Source: an optimization exercise on an open RTL-to-GDS flow (aim: small area and a short achievable clock period). Production flows keep margins and buffers that such runs may drop.
Function was not checked in any run shown here: the RTL went through the layout flow alone.
The clock port is modelled as an ideal driver, which makes a skipped or thinned clock tree look cheaper than it is; a real chip needs a root buffer or a tree.
Power and IR drop assume default switching activity.

==> flow/design.v (outline; a module is shown in full before it is edited, if it fits) <==
// module wallace_multiplier_16bit: 1437 lines
// module mul_fa: 4 lines
// module mul_xor: 3 lines
// module mul_ha: 4 lines
// module mul_han: 4 lines
// module mul_xnor: 3 lines
// module mul_or: 3 lines
module wallace_multiplier_16bit(
    input  wire        clk,
    input  wire        rst,
    input  wire [15:0] multiplicand,
    input  wire [15:0] multiplier,
    output reg  [31:0] result
);
  // ...
==> flow/flow/run.sh <==
#!/bin/bash
# Standard ORFS layout (the standard.sh) with these changes:
#  - plain buf_1 cells as the port buffers (buffer_ports picks delay cells by default);
#  - clock tree synthesis without dummy load cells;
set -euo pipefail
export BUFFER_PORTS_ARGS="-buffer_cell sky130_fd_sc_hd__buf_1"
export CTS_ARGS="-sink_clustering_enable -repair_clock_nets -dont_use_dummy_load -sink_clustering_size 12 -sink_clustering_max_diameter 50 -buf_list {sky130_fd_sc_hd__clkbuf_4 sky130_fd_sc_hd__clkbuf_8}"
SKIP_CTS_REPAIR_TIMING=1 SETUP_SLACK_MARGIN=0 bash standard.sh cts > standard_to_cts.log 2>&1
RES=orfs/results/${FLOW_PLATFORM:-sky130hd}/wallace_multiplier_16bit/base R5_MODE=none \
  openroad -no_init -exit flow/skew.tcl > skew.log 2>&1
SETUP_SLACK_MARGIN=1.15 bash standard.sh > standard_finish.log 2>&1
==> flow/flow/skew.tcl <==
proc insts_matching {pats} {
  set r {}
  foreach i [[ord::get_db_block] getInsts] {
    if {[$i findITerm CLK] eq "NULL"} continue
    foreach p $pats { if {[string match $p [$i getName]]} { lappend r $i; break } }
  }
  return $r
}
proc clk_net_of {inst} { return [[[$inst findITerm CLK] getNet] getName] }
proc busiest_net {insts} {
  set cnt [dict create]
  foreach i $insts { dict incr cnt [clk_net_of $i] }
  set best ""; set bn 0
  dict for {k v} $cnt { if {$v > $bn} { set best $k; set bn $v } }
  return $best
}
proc regroup {name insts src_net cell} {
  set block [ord::get_db_block]
  set master [[ord::get_db] findMaster $cell]
  set inst [odb::dbInst_create $block $master $name]
  set net [odb::dbNet_create $block ${name}_net]
  $net setSigType CLOCK
  [$inst findITerm A] connect [$block findNet $src_net]
  [$inst findITerm X] connect $net
  set old {}
  set sx 0; set sy 0
  foreach i $insts {
    set it [$i findITerm CLK]
    lappend old [[$it getNet] getName]
    $it disconnect
    $it connect $net
    set b [$i getBBox]
    set sx [expr {$sx + ([$b xMin] + [$b xMax]) / 2}]
    set sy [expr {$sy + ([$b yMin] + [$b yMax]) / 2}]
  }
  set n [llength $insts]
  $inst setLocation [expr {$sx / $n}] [expr {$sy / $n}]
  $inst setPlacementStatus PLACED
  # drop clock buffers left without loads
  foreach on [lsort -unique $old] {
    set cn [$block findNet $on]
    if {$cn eq "NULL"} continue
    set loads 0
    foreach it [$cn getITerms] { if {[$it isInputSignal]} { incr loads } }
    if {$loads == 0} {
      foreach it [$cn getITerms] { odb::dbInst_destroy [$it getInst] }
      odb::dbNet_destroy $cn
      puts "removed clock net $on, left without loads"
    }
  }
  puts "$name: $cell drives $n clock pins from $src_net"
}
proc apply_skew {r5_mode} {
  set r1 [insts_matching {q1_*}]
  regroup ckskew_r1 $r1 clk sky130_fd_sc_hd__clkbuf_16
  if {$r5_mode eq "leaf"} {
    set r5 [insts_matching {result* vld_n*}]
    regroup ckskew_r5 $r5 [busiest_net $r5] sky130_fd_sc_hd__clkbuf_16
  }
}

set res $::env(RES)
read_db $res/4_cts.odb
apply_skew $::env(R5_MODE)
detailed_placement
check_placement
write_db $res/4_cts.odb
==> flow/standard.sh <==
#!/bin/bash
# synth_recipe.tcl (not shown) runs the flow's synth.tcl, then flattens the netlist and writes it again
# the make line also repeats each setting of config.mk as NAME=value (left out here)
make -C /OpenROAD-flow-scripts/flow DESIGN_CONFIG=/design/flow/config.mk WORK_HOME=/design/flow/orfs CLKGATE_MAP_FILE= SYNTH_SCRIPT=/design/flow/synth_recipe.tcl "${@:-finish}"
==> flow/config.mk <==
export PLATFORM = sky130hd
export DESIGN_NAME = wallace_multiplier_16bit
export DESIGN_NICKNAME = wallace_multiplier_16bit
export VERILOG_FILES = /design/flow/design.v
export SDC_FILE = /design/flow/constraint.sdc
export NUM_CORES = 4
export LEC_CHECK = 0
export CAP_MARGIN = 20
export CORE_MARGIN = 2
export CORE_UTILIZATION = 60
export CTS_BUF_LIST = sky130_fd_sc_hd__clkbuf_4 sky130_fd_sc_hd__clkbuf_8
export CTS_CLUSTER_DIAMETER = 50
export CTS_CLUSTER_SIZE = 12
export SLEW_MARGIN = 20
export SYNTH_HIERARCHICAL = 1
export SYNTH_MINIMUM_KEEP_SIZE = 0
==> flow/constraint.sdc <==
create_clock -name core_clock -period 3.0 [get_ports {clk}]
set_input_delay 0.6000 -clock core_clock [delete_from_list [all_inputs] [get_ports {clk}]]
set_output_delay 0.6000 -clock core_clock [all_outputs]
set_load 0.01 [all_outputs]
==> key figures, run 1 <==
Floorplan
  • Die area: 0.0223 mm²
  • Die X-Extent: 149 µm

Layout
  • Utilization after layout: 71.3%
  • Final nets: 1449
  • Share of cells above drive strength 1: 18.6%
  • Count of non-CTS buffers in the layout: 180
  • Multi-input gate area: 0.00682 mm²
  • # fillers: 1485
  • #MultiIn Comb: 699
  • Layout area overhead: 17.5%
  • Final non-filler cell total: 1466

Power
  • Net Sw Frac: 32.7%
  • PnR Total Power: 12.1 mW
  • Int Pwr: 8.11 mW
  • Leakage: 5.88 nW

Global route
  • GR Util met3: 5.05%
  • Largest net degree at the start of global routing: 33
  • Vias in the first global route: 7573
  • Initial antenna violation count: 0

Routing
  • Drt total wl: 25900 µm
  • TritonRoute pass-1 iters: 5
  • DR top layer: met4

Setup path
  • Cells on worst reg2reg path: 5
  • Slowest-stage cell, CP: fa_1
  • Critical Path Most Common Cell: fa_1
  • Setup crit end: q2_s476$_DFF_P_
  • RR Startpoint: q1_multiplier_10$_DFF_P_
  • CP max FO: 12
  • CP arrival: 2.30 ns

Clock network
  • Clock Sinks: 277

Timing
  • Slew @ Worst Pin: 0.687 ns
  • RSZ-0062 raised after global routing: true
  • Final hold violation count: 0

Status
  • Status: finished clean

Placement
  • Post-placement setup slack: 0.407 ns
==> run 2, diff against run 1 <==
--- a/flow/flow/run.sh
+++ b/flow/flow/run.sh
@@ -10,2 +10,2 @@
   openroad -no_init -exit flow/skew.tcl > skew.log 2>&1
-SETUP_SLACK_MARGIN=1.15 bash standard.sh > standard_finish.log 2>&1
+SETUP_SLACK_MARGIN=1.05 bash standard.sh > standard_finish.log 2>&1
==> key figures, run 2 <==
Status
  • Status: finished clean (unchanged)

Layout
  • Max FFs per register: 32 (unchanged)
  • Layout area overhead: 10.4% (was 17.5%)
  • Commonest non-fill, non-tap cells in the layout: 261 x nand2_1, 216 x dfxtp_1, 186 x fa_1 (was 253 x nand2_1, 207 x dfxtp_1, 165 x fa_1)
  • Diodes inserted: 0 (unchanged)
  • # fillers: 1623 (was 1485)
  • Multi-input gate area: 0.00671 mm² (was 0.00682 mm²)
  • Storage cell area: 0.00581 mm² (was 0.00584 mm²)
  • Final nets: 1383 (was 1449)
  • Share of cells above drive strength 1: 10.3% (was 18.6%)
  • Top Registers: result x32, vld_n x4 (unchanged)
  • Largest register by flop count: result (unchanged)
  • Most common cell after layout, fill and taps aside: nand2_1 (unchanged)

Yosys
  • Mean area per synthesized cell: 12.1 µm² (unchanged)
  • Yosys Warn Count: 7 (unchanged)
  • Synth Instances: 1046 (unchanged)
  • Post-Syn Area: 0.0127 mm² (unchanged)
  • Syn_nets: 1302 (unchanged)

Timing
  • Setup TNS: 0 ns (unchanged)
  • Period minus WS final: 1.97 ns (was 1.91 ns)
  • Period utilization: 65.6% (was 63.7%)
  • Hold_ws: 0.111 ns (was 0.112 ns)
  • Slew @ Worst Pin: 0.687 ns (about the same)
  • Final Setup Violations: 0 (unchanged)
  • Final hold violation count: 0 (unchanged)
  • RSZ-0062 raised after global routing: true (unchanged)
  • Slew HR: 54.1% (about the same)
  • Worst Skew: 0.395 ns (was 0.394 ns)
  • Slew Viols, Final: 0 (unchanged)
  • Max Clock Freq: 508 MHz (was 523 MHz)

Routing
  • Avg Vias per Cell: 5.11 (was 5.18)
  • TritonRoute pass-1 iters: 5 (unchanged)
  • Final ANT Viol Nets: 0 (unchanged)
  • Post-Route M1 WL: 11300 µm (was 11500 µm)
  • Routed len/inst: 16.8 µm (was 17.7 µm)
  • Drt total wl: 23500 µm (was 25900 µm)
  • DR top layer: met4 (unchanged)
  • Total vias in the final route: 7160 (was 7589)
  • Drt drc: 0 (unchanged)
  • Met3 WL post-DR: 1900 µm (was 2380 µm)
  • Met2 WL post-DR: 9940 µm (was 11200 µm)
  • DRT iter0 DRCs: 471 (was 602)

Placement
  • Final GP Congestion: 0.889 (unchanged)
  • Count of input and output buffers: 65 (unchanged)
  • DP HPWL: 17900 µm (unchanged)

Setup path
  • R2R Path End: q2_s476$_DFF_P_ (unchanged)
  • Cells on worst reg2reg path: 5 (unchanged)
  • Crit path cell chain: buf_6 -> nand2_1 -> fa_1 -> fa_1 -> fa_1 (was buf_8 -> nand2_1 -> fa_1 -> fa_1 -> fa_1)
  • Critical path data required time: 3.38 ns (about the same)
  • CP Class: reg -> reg (unchanged)
  • R2R Setup Slk: 1.03 ns (was 1.09 ns)
  • CP max FO: 11 (was 12)
  • CP Buf/Inv Count: 1 (unchanged)
  • Critical Path Most Common Cell: fa_1 (unchanged)
  • Slowest-stage cell, CP: fa_1 (unchanged)
  • RR Startpoint: q1_multiplier_8$_DFF_P_ (was q1_multiplier_10$_DFF_P_)
  • CP delay by family, top: adder cells (unchanged)
  • CP max stage delay: 0.59 ns (was 0.58 ns)
  • CP Launch Type: flip-flop (unchanged)
  • Worst Setup End Kind: flip-flop (unchanged)
  • CP arrival: 2.35 ns (was 2.30 ns)

Power
  • Switching pwr: 3.85 mW (was 3.95 mW)
  • Sequential Power Share: 48.1% (was 47.0%)
  • Net Sw Frac: 32.7% (about the same)
  • Clock share of power: 16.8% (was 16.4%)
  • Gate power share: 35.2% (was 36.5%)
  • PwrDens: 843 mW/mm² (was 809 mW/mm²)
  • Worst VDD drop: 0.000678 V (was 0.000650 V)
  • Leakage: 5.44 nW (was 5.88 nW)
  • Int Pwr: 7.95 mW (was 8.11 mW)

Global route
  • Vias in the first global route: 7573 (unchanged)
  • Largest net degree at the start of global routing: 33 (unchanged)
  • Initial antenna violation count: 0 (unchanged)
  • Grt ovf: 0 (unchanged)
  • First-pass GRT wire length: 38400 µm (unchanged)
  • Tot GR Track Use: 22.3% (unchanged)

Job
  • Maxcap violations: 0 (unchanged)

Floorplan
  • Core Footprint: 0.0209 mm² (unchanged)
  • Row Count: 53 (unchanged)
  • Die X-Extent: 149 µm (unchanged)
  • Initial Util: 60.7% (unchanged)
  • Ports: 66 (unchanged)
  • Die Y: 149 µm (unchanged)
  • Die area: 0.0223 mm² (unchanged)

Clock network
  • Clock latency on the worst-skew pair: 0.56 ns (about the same)
  • Worst-path clk slew: 0.12 ns (about the same)
  • Clock Sinks: 277 (unchanged)

Min path
  • Hold Crit Class: in -> async (unchanged)
run 2: area by class of cell:
| cell class | count | area share [%] |
|---|---|---|
| tap | 275 | 2.46 |
| sequential | 277 | 41.5 |
| multi-input combinational | 699 | 47.9 |
| inverter | 7 | 0.188 |
| buffer | 1 | 0.179 |
| timing repair buffer | 113 | 4.97 |
| clock buffer | 28 | 2.75 |
run 2: worst max-delay path by stage:
stage,start,endpoint,slack [ns],depth (start not counted)
5_1_grt,q1_multiplier_8$_DFF_P_,q2_s476$_DFF_P_,1.01,5
6_report,q1_multiplier_8$_DFF_P_,q2_s476$_DFF_P_,1.03,5
3_5_place_dp,q1_multiplier_2$_DFF_P_,q2_s486$_DFF_P_,0.41,4
3_3_place_gp,q1_multiplier_2$_DFF_P_,q2_s486$_DFF_P_,0.45,4
2_1_floorplan,q1_multiplier_6$_DFF_P_,q2_s476$_DFF_P_,0.53,6
4_1_cts,q1_multiplier_2$_DFF_P_,q2_s486$_DFF_P_,0.41,4
run 2: layer usage:
| metal | global-route usage, % | vias to the layer above |
|---|---|---|
| met5 | 0 | - |
| met3 | 5.05 | 32 |
| li1 | - | 3322 |
| met4 | 5.86 | 0 |
| met2 | 32.5 | 284 |
| met1 | 34.2 | 3522 |
run 2: worst register-to-register path, cell delays in order (launching register included):
cell     delay [ns]
dfxtp_4        0.42
buf_6          0.18
nand2_1        0.09
fa_1           0.48
fa_1           0.59
fa_1           0.43
run 2: power by group through the flow:
stage,clock (mW),sequential [mW],combinational (mW)
after global placement,0,5.74,4.01
after floorplan,0,5.62,3.07
after CTS,2.07,5.69,4.14
after global routing,2.21,5.81,4.83
after detailed placement,0,5.78,4.12
final,1.98,5.67,4.15
run 2: through the flow:
| step | setup WS (ns) | cell area [µm²] | power, mW | cells | util [%] |
|---|---|---|---|---|---|
| after detailed placement | 0.407 | 13300 | 9.90 | 1363 | 63.8 |
| final | 1.03 | 14000 | 11.8 | 1400 | 67.0 |
| after CTS | 0.415 | 13700 | 11.9 | 1393 | 65.8 |
| after global routing | 1.01 | 14000 | 12.9 | 1400 | 67.0 |
| after global placement | 0.449 | 13300 | 9.75 | 1363 | 63.8 |
| after floorplan | 0.529 | 12700 | 8.69 | 1046 | - |
==> run 3, diff against run 2 <==
==> flow/flow/run.sh (replaced) <==
#!/bin/bash
set -euo pipefail
export BUFFER_PORTS_ARGS="-buffer_cell sky130_fd_sc_hd__buf_1"
export CTS_ARGS="-sink_clustering_enable -repair_clock_nets -dont_use_dummy_load -sink_clustering_size 12 -sink_clustering_max_diameter 50 -buf_list {sky130_fd_sc_hd__clkbuf_4 sky130_fd_sc_hd__clkbuf_8}"
bash standard.sh cts > standard_to_cts.log 2>&1
RES=orfs/results/${FLOW_PLATFORM:-sky130hd}/wallace_multiplier_16bit/base R5_MODE=none \
  openroad -no_init -exit flow/skew.tcl > skew.log 2>&1
bash standard.sh > standard_finish.log 2>&1
--- a/flow/config.mk
+++ b/flow/config.mk
@@ -13,2 +13,3 @@
 export CTS_CLUSTER_SIZE = 12
+export SETUP_SLACK_MARGIN = 1.15
 export SLEW_MARGIN = 20
==> key figures, run 3 <==
Status
  • Status: finished clean (unchanged)

Yosys
  • Syn_nets: 1302 (unchanged)
  • Yosys Warn Count: 7 (unchanged)
  • Mean area per synthesized cell: 12.1 µm² (unchanged)
  • Post-Syn Area: 0.0127 mm² (unchanged)
  • Synth Instances: 1046 (unchanged)

Placement
  • Count of input and output buffers: 65 (unchanged)
  • DP HPWL: 17500 µm (was 17900 µm)
  • Final GP Congestion: 0.884 (was 0.889)
  • Placed Area: 0.0136 mm² (was 0.0133 mm²)

Routing
  • TritonRoute pass-1 iters: 5 (unchanged)
  • DRT iter0 DRCs: 539 (was 471)
  • Drt total wl: 27100 µm (was 23500 µm)
  • Drt drc: 0 (unchanged)
  • Total vias in the final route: 7836 (was 7160)
  • Routed len/inst: 18.0 µm (was 16.8 µm)
  • Final ANT Viol Nets: 0 (unchanged)
  • Avg Vias per Cell: 5.20 (was 5.11)

Power
  • PwrDens: 784 mW/mm² (was 843 mW/mm²)
  • Worst VDD drop: 0.000683 V (was 0.000678 V)
  • Leakage: 6.28 nW (was 5.44 nW)
  • PnR Total Power: 12.4 mW (was 11.8 mW)

Global route
  • First-pass GRT wire length: 42200 µm (was 38400 µm)
  • Grt ovf: 0 (unchanged)
  • Largest net degree at the start of global routing: 33 (unchanged)
  • Vias in the first global route: 8080 (was 7573)
  • Tot GR Track Use: 25.2% (was 22.3%)
  • Initial antenna violation count: 1 (was 0)

Layout
  • Final nets: 1490 (was 1383)
  • Commonest non-fill, non-tap cells in the layout: 210 x dfxtp_1, 209 x nand2_1, 99 x fa_1 (was 261 x nand2_1, 216 x dfxtp_1, 186 x fa_1)
  • Most common cell after layout, fill and taps aside: dfxtp_1 (was nand2_1)
  • # fillers: 1342 (was 1623)
  • Design area: 0.0158 mm² (was 0.0140 mm²)
  • Max FFs per register: 32 (unchanged)
  • Largest register by flop count: result (unchanged)
  • Top Registers: result x32, vld_n x4 (unchanged)
  • Layout area overhead: 24.9% (was 10.4%)
  • Share of cells above drive strength 1: 30.2% (was 10.3%)
  • Diodes inserted: 0 (unchanged)

Job
  • Maxcap violations: 0 (unchanged)

Setup path
  • CP arrival: 2.33 ns (was 2.35 ns)
  • Slowest-stage cell, CP: fa_1 (unchanged)
  • CP Launch Type: flip-flop (unchanged)
  • Critical Path Most Common Cell: fa_1 (unchanged)
  • Critical path data required time: 3.38 ns (about the same)
  • CP delay by family, top: adder cells (unchanged)
  • CP Buf/Inv Count: 0 (was 1)
  • CP max stage delay: 0.59 ns (about the same)
  • Crit path cell chain: nand2_1 -> fa_1 -> fa_1 -> fa_2 (was buf_6 -> nand2_1 -> fa_1 -> fa_1 -> fa_1)
  • CP max FO: 13 (was 11)
  • Worst Setup End Kind: flip-flop (unchanged)
  • CP Class: reg -> reg (unchanged)

Clock network
  • Worst-path clk slew: 0.11 ns (was 0.12 ns)
  • Clock Sinks: 277 (unchanged)
  • Clock latency on the worst-skew pair: 0.52 ns (was 0.56 ns)
  • Hold_buf cts: 0

Timing
  • Final hold violation count: 0 (unchanged)
  • Slew HR: 61.1% (was 54.1%)
  • Period utilization: 65.0% (was 65.6%)
  • Slew Viols, Final: 0 (unchanged)
  • Worst Skew: 0.355 ns (was 0.395 ns)
  • Final Setup Violations: 0 (unchanged)
  • RSZ-0062 raised after global routing: true (unchanged)
  • Setup TNS: 0 ns (unchanged)
  • Period minus WS final: 1.95 ns (was 1.97 ns)
  • Max Clock Freq: 513 MHz (was 508 MHz)
  • Slew @ Worst Pin: 0.583 ns (was 0.687 ns)
  • Hold_ws: 0.104 ns (was 0.111 ns)

Floorplan
  • Die X-Extent: 149 µm (unchanged)
  • Die Y: 149 µm (unchanged)
  • Initial Util: 60.7% (unchanged)
  • Die area: 0.0223 mm² (unchanged)
  • Row Count: 53 (unchanged)
  • Core Footprint: 0.0209 mm² (unchanged)
  • Ports: 66 (unchanged)

Min path
  • Hold Crit Class: in -> async (unchanged)
[run 3: metal layers]
| metal | vias up | part of all wire [%] | global-route usage (%) |
|---|---|---|---|
| li1 | 3543 | - | - |
| met1 | 3861 | 44 | 35.8 |
| met2 | 352 | 44 | 37.3 |
| met3 | 80 | 8.4 | 6.88 |
| met4 | 0 | 3.6 | 9.86 |
| met5 | - | 0 | 0 |
[run 3: what timing repair did]
action / CTS / global route
gates cloned: 4 / 2
buffers inserted: 76 / 33
setup endpoints to repair: 89 / 36
gates resized for setup: 128 / 43
pin swaps: 26 / 35
[run 3: layout make-up]
cell class              count  area, µm²  area share, %
multi-input cells         699       7190           45.4
flip-flops and latches    277       5820           36.7
repair buffers            216       1990           12.6
clock buffers              32        440           2.78
well taps                 275        344           2.17
inverters                   7       26.3          0.166
plain buffers               1       25.0          0.158
[run 3: through the flow]
stage          std cells  setup WS [ns]  utilization, %
2_1_floorplan       1046          0.788               -
3_3_place_gp        1359          0.509            65.3
3_5_place_dp        1359          0.497            65.3
4_1_cts             1473          0.767            73.6
5_1_grt             1507           1.02            75.8
6_report            1507           1.05            75.8
[run 3: where the power goes]
part / switching, mW / leakage (nW) / internal, mW
clock: 1.16 / 0.242 / 1.01
sequential: 0.663 / 2.48 / 4.99
combinational: 2.23 / 3.55 / 2.38
total: 4.04 / 6.28 / 8.38
[run 3: final timing paths]
path                                              start              endpoint  slack, ns  depth (start not counted)
max in group asynchronous                           rst   result[5]$_DFF_PP0_       2.22                          3
worst min-delay path                                rst  result[21]$_DFF_PP0_       0.10                          2
worst max-delay path            q1_multiplier_1$_DFF_P_       q2_s468$_DFF_P_       1.05                          4
worst max register to register  q1_multiplier_1$_DFF_P_       q2_s468$_DFF_P_       1.05                          4
worst min register to register        q3_r585_2$_DFF_P_  q4_q3_r585_2$_DFF_P_       0.33                          0
min in group core_clock               q3_r585_2$_DFF_P_  q4_q3_r585_2$_DFF_P_       0.33                          0

afterwards: timing with drivers on the ports:
Ports are ideal in the flow. The routed layouts listed here were re-timed in OpenROAD. Step 1 sets driving cells, clkbuf_16 on the clock port and buf_2 on the other inputs (assumed; they add their load-dependent delay and slew). Step 2, shift: input delay + t, output delay - t, t = (earliest + latest rising clock arrival at the registers) / 2. This alone moves slack from input paths to output paths. Slacks: ideal ports / drivers / drivers and shift; pairs: ideal ports / drivers.
| run | t, ns | slack for setup (ns) | latest minus earliest clock arrival (ns) |
|---|---|---|---|
| run 1 | 0.422 | 1.089 / 1.089 / 1.089 | 0.394 / 0.395 |
| run 2 | 0.422 | 1.033 / 1.034 / 1.034 | 0.396 / 0.396 |
| run 3 | 0.396 | 1.049 / 1.049 / 1.049 | 0.356 / 0.356 |
Clock arrivals are far apart in every run listed, so t is only a midpoint there and step 2 fits no single register.
